Background: an optimization exercise with open tools, aiming at small area. Do not read the settings as production practice.
The RTL was checked by simulation tests, not by an equivalence proof against the original design.
No activity file was given, so power comes from the tool's default toggle rates.

File: flow/run.sh
#!/bin/bash
# synth_recipe.tcl (not shown) runs the flow's synth.tcl, then flattens the netlist and writes it again
# the make line also repeats each setting of config.mk as NAME=value (left out here)
make -C /OpenROAD-flow-scripts/flow DESIGN_CONFIG=/design/flow/config.mk WORK_HOME=/design/flow/orfs CLKGATE_MAP_FILE= SYNTH_SCRIPT=/design/flow/synth_recipe.tcl finish
File: flow/config.mk
export PLATFORM = sky130hd
export DESIGN_NAME = rcp
export DESIGN_NICKNAME = rcp
export VERILOG_FILES = /design/flow/design.v
export SDC_FILE = /design/flow/constraint.sdc
export NUM_CORES = 4
export LEC_CHECK = 0
export CAP_MARGIN = 5
export CORE_MARGIN = 2
export CORE_UTILIZATION = 55
export CTS_BUF_LIST = sky130_fd_sc_hd__clkbuf_16
export CTS_CLUSTER_DIAMETER = 120
export CTS_CLUSTER_SIZE = 24
export SLEW_MARGIN = 5
File: flow/constraint.sdc
create_clock -name core_clock -period 8.0 [get_ports {clk}]
set_input_delay 1.6000 -clock core_clock [delete_from_list [all_inputs] [get_ports {clk}]]
set_output_delay 1.6000 -clock core_clock [all_outputs]
set_load 0.01 [all_outputs]
File: flow/design.v
module small_fifo
  #(parameter WIDTH = 72,
    parameter DEPTH = 7)
   (
    input      [WIDTH-1:0] din,
    input                  wr_en,
    input                  out_rdy,
    output     [WIDTH-1:0] dout,
    output reg             out_wr,
    output                 in_rdy,
    input                  reset,
    input                  clk
    );
   reg [WIDTH-1:0] slot [0:DEPTH-1];
   reg [DEPTH-1:0] last;    
   reg [DEPTH-1:0] wptr;    
   reg [2:0]       depth;
   wire             rd_en    = out_rdy & (depth != 3'd0);
   wire [DEPTH-1:0] rptr     = {last[DEPTH-2:0], last[DEPTH-1]};
   wire [DEPTH-1:0] last_nxt = rd_en ? rptr :
                               reset ? {1'b1, {(DEPTH-1){1'b0}}} : last;
   assign in_rdy = ~&depth;
   always @(posedge clk) begin
      out_wr <= rd_en;
      last   <= last_nxt;
      if (reset) begin
         wptr  <= {last_nxt[DEPTH-2:0], last_nxt[DEPTH-1]};
         depth <= 3'd0;
      end
      else begin
         if (wr_en)
           wptr <= {wptr[DEPTH-2:0], wptr[DEPTH-1]};
         depth <= depth + {2'b0, wr_en} - {2'b0, rd_en};
      end
   end
   genvar i;
   generate
      for (i = 0; i < DEPTH; i = i + 1) begin : g_slot
         always @(posedge clk)
           if (wr_en & wptr[i])
             slot[i] <= din;
      end
   endgenerate
   reg [WIDTH-1:0] sel;
   integer k;
   always @(*) begin
      sel = {WIDTH{1'b0}};
      for (k = 0; k < DEPTH; k = k + 1)
        sel = sel | ({WIDTH{last[k]}} & slot[k]);
   end
   assign dout = sel;
endmodule  
module generic_regs
  #(parameter UDP_REG_SRC_WIDTH = 2,
    parameter TAG               = 0,
    parameter REG_ADDR_WIDTH    = 6,
    parameter NUM_SOFTWARE_REGS = 4,
    parameter NUM_HARDWARE_REGS = 20)
   (
    input                                  reg_req_in,
    input                                  reg_ack_in,
    input                                  reg_rd_wr_L_in,
    input      [23-1:0]   reg_addr_in,
    input      [32-1:0]  reg_data_in,
    input      [UDP_REG_SRC_WIDTH-1:0]     reg_src_in,
    output reg                             reg_req_out,
    output reg                             reg_ack_out,
    output reg                             reg_rd_wr_L_out,
    output reg [23-1:0]   reg_addr_out,
    output reg [32-1:0]  reg_data_out,
    output reg [UDP_REG_SRC_WIDTH-1:0]     reg_src_out,
    output [NUM_SOFTWARE_REGS*32-1:0] software_regs,
    input  [NUM_HARDWARE_REGS*32-1:0] hardware_regs,
    input                                  clk,
    input                                  reset);
   localparam DW = 32;
   localparam NR = NUM_SOFTWARE_REGS + NUM_HARDWARE_REGS;
   reg  [NUM_SOFTWARE_REGS*DW-1:0] sw_reg;
   wire [NR*DW-1:0] all_regs = {hardware_regs, sw_reg};
   wire [REG_ADDR_WIDTH-1:0] addr = reg_addr_in[REG_ADDR_WIDTH-1:0];
   wire hit  = reg_req_in &
               (reg_addr_in[23-1:REG_ADDR_WIDTH] == TAG);
   wire good = addr < NR;
   wire pass = ~reset & ~hit;
   wire dead = ~reset & hit & ~good;
   reg  [NR-1:0] sel;
   integer i;
   always @(*)
     for (i = 0; i < NR; i = i + 1)
       sel[i] = ~reset & hit & (addr == i);
   reg [DW-1:0] rd_data;
   always @(*) begin
      rd_data = ({DW{pass}} & reg_data_in) | ({DW{dead}} & 32'hdead_beef);
      for (i = 0; i < NR; i = i + 1)
        rd_data = rd_data | ({DW{sel[i]}} & all_regs[i*DW +: DW]);
   end
   assign software_regs = sw_reg;
   always @(posedge clk) begin
      reg_rd_wr_L_out <= reg_rd_wr_L_in;
      reg_addr_out    <= reg_addr_in;
      reg_src_out     <= reg_src_in;
      reg_req_out     <= ~reset & reg_req_in;
      reg_ack_out     <= ~reset & (hit | reg_ack_in);
      reg_data_out    <= rd_data;
   end
   genvar j;
   generate
      for (j = 0; j < NUM_SOFTWARE_REGS; j = j + 1) begin : g_sw
         always @(posedge clk)
           if (reset)
             sw_reg[j*DW +: DW] <= {DW{1'b0}};
           else if (sel[j] & ~reg_rd_wr_L_in)
             sw_reg[j*DW +: DW] <= reg_data_in;
      end
   endgenerate
endmodule  
module rcp_parser_control
   (
    input  [7:0] in_ctrl,
    input        in_wr,
    output       word_RCP_FRATE,
    output       word_RCP_RTT,
    output       word_RCP_FIRST,
    output       word_RCP_THIRD,
    input        reset,
    input        clk
   );
   localparam HDRS = 3'd0, WORD_1 = 3'd1, WORD_2 = 3'd2, WORD_3 = 3'd3,
              WORD_4 = 3'd4, WORD_5 = 3'd5, WAIT_EOP = 3'd6;
   reg [2:0] state;
   wire ctrl_zero = in_ctrl == 8'h00;
   assign word_RCP_FIRST = in_wr & (state == HDRS) & (in_ctrl == 8'hff);
   assign word_RCP_THIRD = in_wr & (state == WORD_2);
   assign word_RCP_FRATE = in_wr & (state == WORD_4);
   assign word_RCP_RTT   = in_wr & (state == WORD_5);
   always @(posedge clk) begin
      if (reset)
        state <= HDRS;
      else if (in_wr)
        case (state)
          HDRS:     if (ctrl_zero)  state <= WORD_1;
          WAIT_EOP: if (!ctrl_zero) state <= HDRS;
          default:  state <= state + 3'd1;
        endcase
   end
endmodule  
module rcp_parser
   (
    input  [63:0]     in_data,
    input  [7:0]      in_ctrl,
    input             word_RCP_RTT,
    input             word_RCP_FIRST,
    input             word_RCP_THIRD,
    output reg        is_rcp,
    output reg [3:0]  port_sel,            
    output reg [15:0] rcp_rtt,
    output reg [15:0] rcp_packet_length,
    output reg [3:0]  upd_rtt,             
    output reg [3:0]  upd_len,             
    input             reset,
    input             clk
   );
   localparam RCP_TYPE = 8'hFE;
   wire [15:0] port = in_data[63:48];
   wire is_rcp_nxt = ~reset & (in_ctrl != 8'h01) &
                     (is_rcp | (word_RCP_THIRD & (in_data[7:0] == RCP_TYPE)));
   wire [3:0] port_nxt =
        reset          ? 4'b0 :
        word_RCP_FIRST ? {port == 16'h0040, port == 16'h0010,
                          port == 16'h0004, port == 16'h0001} : port_sel;
   reg [2:0] third_dly;
   always @(posedge clk) begin
      if (word_RCP_RTT)
        rcp_rtt <= in_data[47:32];
      if (word_RCP_FIRST)
        rcp_packet_length <= in_data[15:0];
      is_rcp   <= is_rcp_nxt;
      port_sel <= port_nxt;
      upd_rtt  <= {4{~reset & word_RCP_RTT & is_rcp_nxt}} & port_nxt;
      upd_len  <= {4{~reset & third_dly[2] & is_rcp_nxt}} & port_nxt;
      third_dly <= reset ? 3'b0 : {third_dly[1:0], word_RCP_THIRD};
   end
endmodule  
module rcp_acc
   (
    input  [3:0]  upd_rtt_all,         
    input  [3:0]  upd_len_all,         
    input  [15:0] rcp_rtt,
    input  [15:0] rcp_packet_length,
    output [4*160-1:0] stats,
    input         reset,
    input         clk
   );
   genvar p;
   generate
      for (p = 0; p < 4; p = p + 1) begin : g_port
         wire        upd_rtt = upd_rtt_all[p];
         wire        upd_len = upd_len_all[p];
         wire [63:0] rtt_sum, len_sum;
         wire [31:0] num_rcp;
         rcp_acc_sum #(.W(64), .XW(16)) u_rtt
           (.x(rcp_rtt & {16{upd_rtt}}), .q(rtt_sum), .reset(reset), .clk(clk));
         rcp_acc_sum #(.W(64), .XW(16)) u_len
           (.x(rcp_packet_length & {16{upd_len}}), .q(len_sum), .reset(reset), .clk(clk));
         rcp_acc_sum #(.W(32), .XW(1), .BLK(32)) u_num
           (.x(upd_rtt), .q(num_rcp), .reset(reset), .clk(clk));
         assign stats[p*160 +: 160] = {rtt_sum, num_rcp, len_sum};
      end
   endgenerate
endmodule  
module rcp_acc_sum
  #(parameter W  = 64,
    parameter XW = 16,
    parameter BLK = 8,
    parameter FAN = 8)
   (
    input      [XW-1:0] x,
    output reg [W-1:0]  q,
    input               reset,
    input               clk
   );
   wire [W:0]   c;
   wire [W-1:0] s;
   assign c[0] = 1'b0;
   genvar i;
   generate
      for (i = 0; i < W; i = i + 1) begin : g_bit
         if (i < XW) begin : g_lo
            if (XW <= FAN || i < FAN) begin : g_fa
               assign s[i]   = q[i] ^ x[i] ^ c[i];
               assign c[i+1] = (q[i] & x[i]) | (c[i] & (q[i] ^ x[i]));
            end
            else if (i == FAN) begin : g_add
               assign {c[XW], s[XW-1:FAN]} = {1'b0, q[XW-1:FAN]} + {1'b0, x[XW-1:FAN]} + c[FAN];
            end
         end
         else begin : g_inc
            assign s[i] = q[i] ^ c[i];
            if (i + 1 < W && (i + 1 - XW) % BLK == 0) begin : g_skip
               assign c[i+1] = c[XW] & (&q[i:XW]);
            end
            else begin : g_ha
               assign c[i+1] = q[i] & c[i];
            end
         end
      end
   endgenerate
   always @(posedge clk)
     q <= reset ? {W{1'b0}} : s;
endmodule  
module rcp
    #(parameter DATA_WIDTH = 64,
      parameter CTRL_WIDTH=DATA_WIDTH/8,
      parameter UDP_REG_SRC_WIDTH = 2)
   ( 
    output   [DATA_WIDTH-1:0]        out_data,
    output   [CTRL_WIDTH-1:0]        out_ctrl,
    output                              out_wr,
    input                               out_rdy,
    input  [DATA_WIDTH-1:0]            in_data,
    input  [CTRL_WIDTH-1:0]            in_ctrl,
    input                              in_wr,
    output                             in_rdy,
    input                              reg_req_in,
    input                              reg_ack_in,
    input                              reg_rd_wr_L_in,
    input  [23-1:0]   reg_addr_in,
    input  [32-1:0]  reg_data_in,
    input  [UDP_REG_SRC_WIDTH-1:0]     reg_src_in,
    output                             reg_req_out,
    output                             reg_ack_out,
    output                             reg_rd_wr_L_out,
    output  [23-1:0]  reg_addr_out,
    output  [32-1:0] reg_data_out,
    output  [UDP_REG_SRC_WIDTH-1:0]    reg_src_out,
    input                              clk,
    input                              reset);
   wire        word_RCP_FRATE, word_RCP_RTT, word_RCP_FIRST, word_RCP_THIRD;
   wire        is_rcp;
   wire [3:0]  port_sel;
   wire [15:0] rcp_rtt, rcp_packet_length;
   wire [3:0]  upd_rtt, upd_len;
   wire [127:0] rates;
   wire [639:0] stats;
   reg  [31:0] rate_sel;
   integer p;
   always @(*) begin
      rate_sel = 32'b0;
      for (p = 0; p < 4; p = p + 1)
        rate_sel = rate_sel | ({32{port_sel[p]}} & rates[p*32 +: 32]);
   end
   wire stamp = is_rcp & word_RCP_FRATE & (|port_sel) &
                (in_data[47:16] > rate_sel);
   wire [DATA_WIDTH-1:0] mid_data =
        {in_data[63:48], stamp ? rate_sel : in_data[47:16], in_data[15:0]};
   small_fifo #(.WIDTH(DATA_WIDTH+CTRL_WIDTH), .DEPTH(7)) rcp_fifo_data
     (.din     ({mid_data, in_ctrl}),
      .wr_en   (in_wr),
      .out_rdy (out_rdy),
      .dout    ({out_data, out_ctrl}),
      .out_wr  (out_wr),
      .in_rdy  (in_rdy),
      .reset   (reset),
      .clk     (clk));
   rcp_parser_control rcp_parser_control
     (.in_ctrl        (in_ctrl),
      .in_wr          (in_wr),
      .word_RCP_FRATE (word_RCP_FRATE),
      .word_RCP_RTT   (word_RCP_RTT),
      .word_RCP_FIRST (word_RCP_FIRST),
      .word_RCP_THIRD (word_RCP_THIRD),
      .reset          (reset),
      .clk            (clk));
   rcp_parser rcp_parser
     (.in_data           (in_data),
      .in_ctrl           (in_ctrl),
      .word_RCP_RTT      (word_RCP_RTT),
      .word_RCP_FIRST    (word_RCP_FIRST),
      .word_RCP_THIRD    (word_RCP_THIRD),
      .is_rcp            (is_rcp),
      .port_sel          (port_sel),
      .rcp_rtt           (rcp_rtt),
      .rcp_packet_length (rcp_packet_length),
      .upd_rtt           (upd_rtt),
      .upd_len           (upd_len),
      .reset             (reset),
      .clk               (clk));
   rcp_acc rcp_acc
     (.upd_rtt_all       (upd_rtt),
      .upd_len_all       (upd_len),
      .rcp_rtt           (rcp_rtt),
      .rcp_packet_length (rcp_packet_length),
      .stats             (stats),
      .reset             (reset),
      .clk               (clk));
   wire [639:0] hw_regs;
   genvar g;
   generate
      for (g = 0; g < 4; g = g + 1) begin : g_hw
         wire [159:0] s = stats[g*160 +: 160];    
         assign hw_regs[g*160 +: 160] =
           {s[31:0], s[63:32], s[95:64], s[127:96], s[159:128]};
      end
   endgenerate
   generic_regs
     #(.UDP_REG_SRC_WIDTH (UDP_REG_SRC_WIDTH),
       .TAG               (1032),
       .REG_ADDR_WIDTH    (6),
       .NUM_SOFTWARE_REGS (4),
       .NUM_HARDWARE_REGS (20)) generic_regs
       (.reg_req_in      (reg_req_in),
        .reg_ack_in      (reg_ack_in),
        .reg_rd_wr_L_in  (reg_rd_wr_L_in),
        .reg_addr_in     (reg_addr_in),
        .reg_data_in     (reg_data_in),
        .reg_src_in      (reg_src_in),
        .reg_req_out     (reg_req_out),
        .reg_ack_out     (reg_ack_out),
        .reg_rd_wr_L_out (reg_rd_wr_L_out),
        .reg_addr_out    (reg_addr_out),
        .reg_data_out    (reg_data_out),
        .reg_src_out     (reg_src_out),
        .software_regs   (rates),
        .hardware_regs   (hw_regs),
        .clk             (clk),
        .reset           (reset));
endmodule  
==> run notes, run 1 <==
* Worst-path clk slew at 0.10 ns
* # H-tree levels at 3
* EDFF count, synth at 543
* Initial antenna violation count at 10
* Setup_tns at 0 ns
* Yosys warnings at 8
* Vias at roughly 42000
* GR Overflow Total at 0
* Biggest regs: rcp_fifo_data.slot (504), rcp_acc.g_port.u_len.q (256), rcp_acc.g_port.u_rtt.q (256)
* Fmax achieved at 0.137 GHz
* 1st-iter DRT viols at 4777
* CORE AREA at 110000 um^2
* WHS Endpoint: rcp_parser.third_dly[2]
* Post-CTS setup buffer count at 0
* Hold WC Path Type: reg -> reg
* Detail Route Antenna Nets at 0
* Final #Nets at 6043
* R2R Path End: rcp_acc.g_port[2].u_rtt.q[62]
* Synth area leaders: dfxtp_1 28%, edfxtp_1 27%, ha_1 12%, nor2b_1 5.5%, a22oi_1 3.1%
* First-pass GRT wire length at 280 mm
* Outcome: complete, no violations
* MaxCap Viol Count at 0
* Hold buffers post-CTS at 0
* First-pass DRT Iterations at 7
* Root Driver: clkbuf_16
* Main flop type after synthesis: dfxtp_1
* DRC viols at 0
* Critical path arrival at 7.84 ns
* Synth cell count leaders: 858 x dfxtp_1, 562 x ha_1, 543 x edfxtp_1
* Routed WL per cell at 28.8 um
* Placed Cells at 6689
* Worst Path Buf+Inv at 4
* Max clock buf depth at 3
* Max reg flops at 504
* CTS sink count at 1401
* CTS tree: yes
* Hpwl dp at around 140 mm
* Final setup skew at around 0.057 ns
* Fin crit period at approximately 7.3 ns
* Cell repeated most along the worst path: fa_1
* Vias in the first global route at approximately 40000
* Post-layout power at 13.5 mW
* Share of the yosys chip area belonging to registers at 54.8%
* Rel. slew slack at 6.83%
* Mapped Area at 61100 um^2
* Hold_ws at 0.461 ns
* Number of non-filler instances in the completed layout at between 6000 and 7000
* Hold Crit Depth at 1
* Leading area contributor after synthesis: dfxtp_1
* Final Util at 60.8%
* Yosys reg bits at 1401
* Syn Area/Cell at 11.9 um^2
* Ports at 270
* Asr flop ratio synth at 0%
* R2R cell count at 30
* Worst setup margin at 0.693 ns
* Total GRT Usage at 34.1%
* Peak supply drop at ~170 uV
* Post-route cell area at 67100 um^2
* FP Rows at roughly 120
* Final WL at 196 mm
* Req. time, crit path at roughly 8.5 ns
* Die height at 337 um
* Largest Register: rcp_fifo_data.slot
* CTS Buf Count at between 60 and 70
* Placer Congestion at 0.959
* RSZ-0062 raised after global routing: false
* Worst-Skew Late Latency at 0.71 ns
* Starting density of the core at 55.3%
* CP delay by family, top: adder cells
* Crit path max fanout at 17
* Drt via density at 6.21
* Worst-margin pin slew at 1.39 ns
* Power Density at 201 nW/um^2
* Share of cells above drive strength 1 at 4.45%
* Flop2flop setup slack at 0.69 ns
* Largest net degree at the start of global routing at 229
* Period utilisation layout at approximately nine tenths
* Buffers added on ports at 269
* Unique cell type count in the Yosys netlist at 70
* Hold path start: rcp_parser.third_dly[1]
* Lkg Pwr at between 20 and 30 nW
* Final Slew Violations at 0
* Crit Path Class: reg -> reg
* Placed instance area at 65200 um^2
* Crit-path max cell delay at 0.58 ns
* Critical path capture point type: flop
* Die Width at between 300 and 400 um
* Critical Path Slowest Stage Cell: dfxtp_1
* Final setup viols at 0
* Final Hold Fails at 0
* Worst r2r src: rcp_parser.upd_rtt[2]
* Post-synth top area share at 28.1%
* Place WS at 0.757 ns
* P&R area growth vs syn at 9.80%
* Count leader, synth: dfxtp_1
* Crit path launch type: flop
* Post-Syn Nets at 5908
* Post-synthesis cell count at between 5000 and 6000
* Post_cts resized at 0
* Die ar. at between 100000 and 150000 um^2
==> how the worst max path moves through the flow <==
| stage | from | endpoint | slack (ns) | cells past startpoint |
|---|---|---|---|---|
| 3_3_place_gp | rcp_parser.upd_rtt[2] | rcp_acc.g_port[2].u_rtt.q[62] | 0.85 | 30 |
| 3_5_place_dp | rcp_parser.upd_rtt[2] | rcp_acc.g_port[2].u_rtt.q[62] | 0.76 | 30 |
| 6_report | rcp_parser.upd_rtt[2] | rcp_acc.g_port[2].u_rtt.q[62] | 0.69 | 30 |
| 2_1_floorplan | rcp_parser.upd_rtt[1] | rcp_acc.g_port[1].u_rtt.q[62] | 1.42 | 31 |
| 4_1_cts | rcp_parser.upd_rtt[2] | rcp_acc.g_port[2].u_rtt.q[62] | 0.73 | 30 |
| 5_1_grt | rcp_parser.upd_rtt[2] | rcp_acc.g_port[2].u_rtt.q[63] | 0.25 | 31 |
==> kinds of logic after synthesis <==
group	Yosys count	share of synthesized area (%)
simple gates	1594	14.4
flops	1401	54.8
compound gates	937	11.6
fa+ha+maj	635	13.9
buf+inv	416	2.88
xor+xnor	101	1.45
mux	53	0.946
==> layout make-up <==
type	count	area, um^2
Clock inverter	35	181
Multi-Input combinational cell	3320	26000
Sequential cell	1401	33500
Timing Repair Buffer	350	3340
Clock buffer	68	1700
Antenna cell	5	12.5
Fill cell	9072	43300
Inverter	131	492
Tap cell	1488	1860
==> report_power, final <==
group          internal, mW  switching, mW
clock                  1.57           2.31
sequential             7.65          0.129
combinational         0.762           1.03
total                  9.98           3.47
==> cells in the final DEF, fill, tap and decap left out, types with 33 or more instances in the layout <==
master / synthesis / routed
and2_1: 119 / 112
mux2i_1: 42 / 42
a22o_1: 141 / 141
nand4_1: 133 / 133
dfxtp_1: 858 / 851
nand3_1: 114 / 114
fa_1: 73 / 73
nor2_1: 202 / 201
nor2b_1: 536 / 535
nand2_1: 338 / 338
ha_1: 562 / 562
a221oi_1: 141 / 141
a22oi_1: 256 / 256
a21oi_1: 190 / 190
buf_4: 18 / 78
inv_1: 131 / 159
nor3_1: 39 / 36
xor2_1: 33 / 33
o21ai_0: 41 / 41
clkdlybuf4s50_1: 0 / 267
a222oi_1: 99 / 99
edfxtp_1: 543 / 543
clkbuf_16: 0 / 68
xnor2_1: 68 / 68
==> metal layers <==
metal	global-route usage (%)	routed length, um	part of all wire, %	vias up
li1	-	-	-	19100
met1	44.8	78400	40	20800
met2	53.7	88600	45	1888
met3	4.46	14800	7.6	412
met4	20.9	13700	7.0	10
met5	0	69	0.035	-
==> inputs of run 2 (changes only) <==
==> flow/config.mk (replaced) <==
export PLATFORM = sky130hd
export DESIGN_NAME = rcp
export DESIGN_NICKNAME = rcp
export VERILOG_FILES = /design/flow/design.v
export SDC_FILE = /design/flow/constraint.sdc
export NUM_CORES = 4
export LEC_CHECK = 0
export CAP_MARGIN = 20
export CORE_MARGIN = 2
export CORE_UTILIZATION = 40
export CTS_BUF_LIST = sky130_fd_sc_hd__clkbuf_16
export CTS_CLUSTER_DIAMETER = 120
export CTS_CLUSTER_SIZE = 24
export SLEW_MARGIN = 20
==> run 2 against run 1 <==
Effect of this change: combinational power grew 2%; sequential cell count is the same; power grew 1.1%; sequential power is essentially flat; via count grew 1.2%; clock skew shrank 0.0025 ns; routed wire length grew 3.6%; register-to-register slack gained 0.13 ns; first-iteration DRC count grew 3.1%; area after synthesis is the same; sequential share of layout area shrank 0.60 points; critical path type unchanged.
==> run notes, run 2 <==
* Outcome: complete, no violations
* Hold_ws at 0.463 ns (+0.00195 ns)
* Count leader, synth: dfxtp_1
* Placed Cells at 7243 (+8.3%)
* Final WL at 203 mm (+3.6%)
* Total GRT Usage at 25.4% (-8.7 points)
* Number of non-filler instances in the completed layout at 7355 (+8.2%)
* Hold WC Path Type: reg -> reg
* Worst-margin pin slew at 1.26 ns (-0.129 ns)
* Flop pwr share at 57.4% (-0.4 points)
* # H-tree levels at 3 (unchanged)
* Critical Path Slowest Stage Cell: edfxtp_1
* DRC viols at 0 (unchanged)
* Asr flop ratio synth at 0% (unchanged)
* Post-CTS setup buffer count at 0 (unchanged)
* Main flop type after synthesis: dfxtp_1
* Synth cell count leaders: 858 x dfxtp_1, 562 x ha_1, 543 x edfxtp_1
* EDFF count, synth at 543 (unchanged)
* Die height at 395 um (+17%)
* Fmax achieved at 0.139 GHz (+1.8%)
* Buffers added on ports at 269 (unchanged)
* Peak supply drop at 147 uV (-11%)
* Post-layout power at 13.6 mW (+1.1%)
* Lkg Pwr at 27.3 nW (+0.26%)
* P&R area growth vs syn at 11.1%
* 1st-iter DRT viols at 4926 (+3.1%)
* Critical path arrival at 7.77 ns (-0.07 ns)
* Hold path start: rcp_parser.third_dly[1]
* Leading area contributor after synthesis: dfxtp_1
* CTS sink count at 1401 (unchanged)
* Worst-path clk slew at 0.10 ns (about the same)
* Fill cell count at 14000 (+55%)
* Most frequent cells in the layout: 851 x dfxtp_1, 562 x ha_1, 543 x edfxtp_1
* Max reg flops at 504 (unchanged)
* Detail Route Antenna Nets at 0 (unchanged)
* Sw Pwr at 3.61 mW (+4.0%)
* Worst-Skew Late Latency at 0.74 ns (+0.03 ns)
* Power Density at 200 nW/um^2 (about the same)
* Vias in the first global route at 40700 (+0.61%)
* Final Util at 44.7% (-16 points)
* Critical path capture point type: flop
* Drt via density at 5.81 (-6.4%)
* Hold Crit Depth at 1 (unchanged)
* Area of the multi-input gates at 26000 um^2 (about the same)
* Fin crit period at 7.18 ns (-0.127 ns)
* WHS Endpoint: rcp_parser.third_dly[2]
* CORE AREA at 152000 um^2 (+37%)
* Vias at 42700 (+1.2%)
* Place WS at 0.859 ns (+0.102 ns)
* Final setup viols at 0 (unchanged)
* R2R cell count at 30 (unchanged)
* Post-Syn Nets at 5908 (unchanged)
* Final Slew Violations at 0 (unchanged)
* Yosys warnings at 8 (unchanged)
* Period utilisation layout at 89.7% (-1.6 points)
* Crit-path max cell delay at 0.56 ns (-0.02 ns)
* Hold buffers post-CTS at 0 (unchanged)
* Final setup skew at 0.0549 ns (-0.00245 ns)
* Largest Register: rcp_fifo_data.slot
* Share of cells above drive strength 1 at 4.66% (+0.21 points)
* Cell repeated most along the worst path: fa_1
* Worst setup margin at 0.820 ns (+0.127 ns)
* Post_cts resized at 0 (unchanged)
* FP Rows at 143 (+17%)
* Rel. slew slack at 15.7% (+8.9 points)
* Reg area at 33500 um^2 (about the same)
* Ports at 270 (unchanged)
* R2R Path End: rcp_acc.g_port[3].u_len.q[62]
* Flop2flop setup slack at 0.82 ns (+0.13 ns)
* Internal power at 9.99 mW (+0.13%)
* Die ar. at 156000 um^2 (+37%)
* Starting density of the core at 40.3% (-15 points)
* First-pass GRT wire length at 291 mm (+3.8%)
* First-pass DRT Iterations at 8 (+1)
* Crit path max fanout at 4 (-13)
* Req. time, crit path at 8.59 ns (+0.06 ns)
* Syn Area/Cell at 11.9 um^2 (unchanged)
* Placer Congestion at 0.943 (-1.7%)
* Hpwl dp at 142 mm (+3.7%)
* Most common cell after layout, fill and taps aside: dfxtp_1
* Clock power share at 29.2% (+0.3 points)
* Crit path launch type: flop
* Share of the yosys chip area belonging to registers at 54.8% (unchanged)
* Part of the power in combinational logic at 13.4% (about the same)
* Root Driver: clkbuf_16
* CTS tree: yes
* Final Hold Fails at 0 (unchanged)
* Unique cell type count in the Yosys netlist at 70 (unchanged)
* GR Overflow Total at 0 (unchanged)
* Max clock buf depth at 3 (unchanged)
* Post-route cell area at 67900 um^2 (+1.2%)
* Setup_tns at 0 ns (unchanged)
* Yosys reg bits at 1401 (unchanged)
* Routed WL per cell at 27.5 um (-4.3%)
* MaxCap Viol Count at 0 (unchanged)
* Synth area leaders: dfxtp_1 28%, edfxtp_1 27%, ha_1 12%, nor2b_1 5.5%, a22oi_1 3.1%
* Placed instance area at 65900 um^2 (+1.1%)
* Largest net degree at the start of global routing at 109 (-52%)
* Initial antenna violation count at 11 (+1)
* RSZ-0062 raised after global routing: false
* Post-synthesis cell count at 5137 (unchanged)
* CTS Buf Count at 68 (unchanged)
* Mapped Area at 61100 um^2 (unchanged)
* Post-synth top area share at 28.1% (unchanged)
* Die Width at 395 um (+17%)
* Worst r2r src: rcp_parser.rcp_packet_length[0]
* Switching share of power at 26.5% (+0.72 points)
* Final #Nets at 6055 (+0.20%)
* Crit Path Class: reg -> reg
* Biggest regs: rcp_fifo_data.slot (504), rcp_acc.g_port.u_len.q (256), rcp_acc.g_port.u_rtt.q (256)
[run 2: cell counts after synthesis]
Identical to the previous run, type by type.
[run 2: worst max-delay path by stage]
| stage | depth (start not counted) | startpoint | end | slack, ns |
|---|---|---|---|---|
| 5_1_grt | 30 | rcp_parser.upd_rtt[1] | rcp_acc.g_port[1].u_rtt.q[62] | 0.37 |
| 2_1_floorplan | 31 | rcp_parser.upd_rtt[1] | rcp_acc.g_port[1].u_rtt.q[62] | 1.42 |
| 4_1_cts | 30 | rcp_parser.rcp_packet_length[0] | rcp_acc.g_port[3].u_len.q[62] | 0.83 |
| 3_3_place_gp | 30 | rcp_parser.rcp_rtt[0] | rcp_acc.g_port[2].u_rtt.q[62] | 0.94 |
| 3_5_place_dp | 31 | rcp_parser.rcp_rtt[0] | rcp_acc.g_port[2].u_rtt.q[63] | 0.86 |
| 6_report | 30 | rcp_parser.rcp_packet_length[0] | rcp_acc.g_port[3].u_len.q[62] | 0.82 |
[run 2: layout make-up]
type	count	share of cell area, %
timing repair buffer	362	5.01
tap	2030	3.74
inverter	131	0.725
clock buffer	68	2.51
sequential	1401	49.4
clock inverter	36	0.354
antenna	7	0.0258
multi-input combinational	3320	38.3
[run 2: power groups by stage]
stage               combinational (mW)  clock (mW)  sequential (mW)
floorplan                        0.868           0             7.87
global placement                  1.84           0             7.96
detailed placement                1.85           0             7.97
CTS                               1.85        4.04             7.81
global route                      1.95        4.28             7.83
finish                            1.83        3.97             7.81
[run 2: kinds of logic after synthesis]
| logic type | count (synthesis) | share of synthesized area (%) |
|---|---|---|
| AND/OR/NAND/NOR | 1594 | 14.4 |
| multiplexers | 53 | 0.946 |
| buffers and inverters | 416 | 2.88 |
| XOR/XNOR | 101 | 1.45 |
| flip-flops | 1401 | 54.8 |
| adder cells (fa/ha/maj) | 635 | 13.9 |
| AO/OA/AOI/OAI | 937 | 11.6 |
[run 2: worst max-delay path, delay by kind of cell (launching register included)]
kind / cells / cell delay, ns
flops: 1 / 0.56
buf+inv: 4 / 0.28
fa+ha+maj: 17 / 4.63
compound gates: 4 / 0.85
simple gates: 5 / 0.72
[run 2: per-layer routing]
metal  part of all wire (%)  track usage (%)  vias to the layer above
met4                    5.0             11.2                        8
met2                     45             39.1                     1887
met1                     42             35.0                    21300
met3                    7.8             4.40                      369
met5                  0.022                0                        -
li1                       -                -                    19100

-- afterwards: timing with drivers on the ports --
How much do the figures lean on ideal ports? The routed layouts below were timed once more, with nothing changed but the port constraints. Step 1, drivers: a clkbuf_16 drives clk and a buf_2 each remaining input, both assumed. Step 2 moves the port delays by t, midway between the first and last clock arrival at a register: inputs arrive t later, outputs are due t later. That takes back most of the time a late clock gives input paths. a / b / c = ideal / step 1 / step 2; a / b = the first two.
run	t (ns)	setup WS [ns]	worst setup path after step 2	clock arrival spread, ns
run 1	0.755	0.693 / 0.693 / 0.693	register to register	0.059 / 0.060
run 2	0.795	0.820 / 0.820 / 0.820	register to register	0.055 / 0.055
After both steps setup and hold are still met in every run listed.
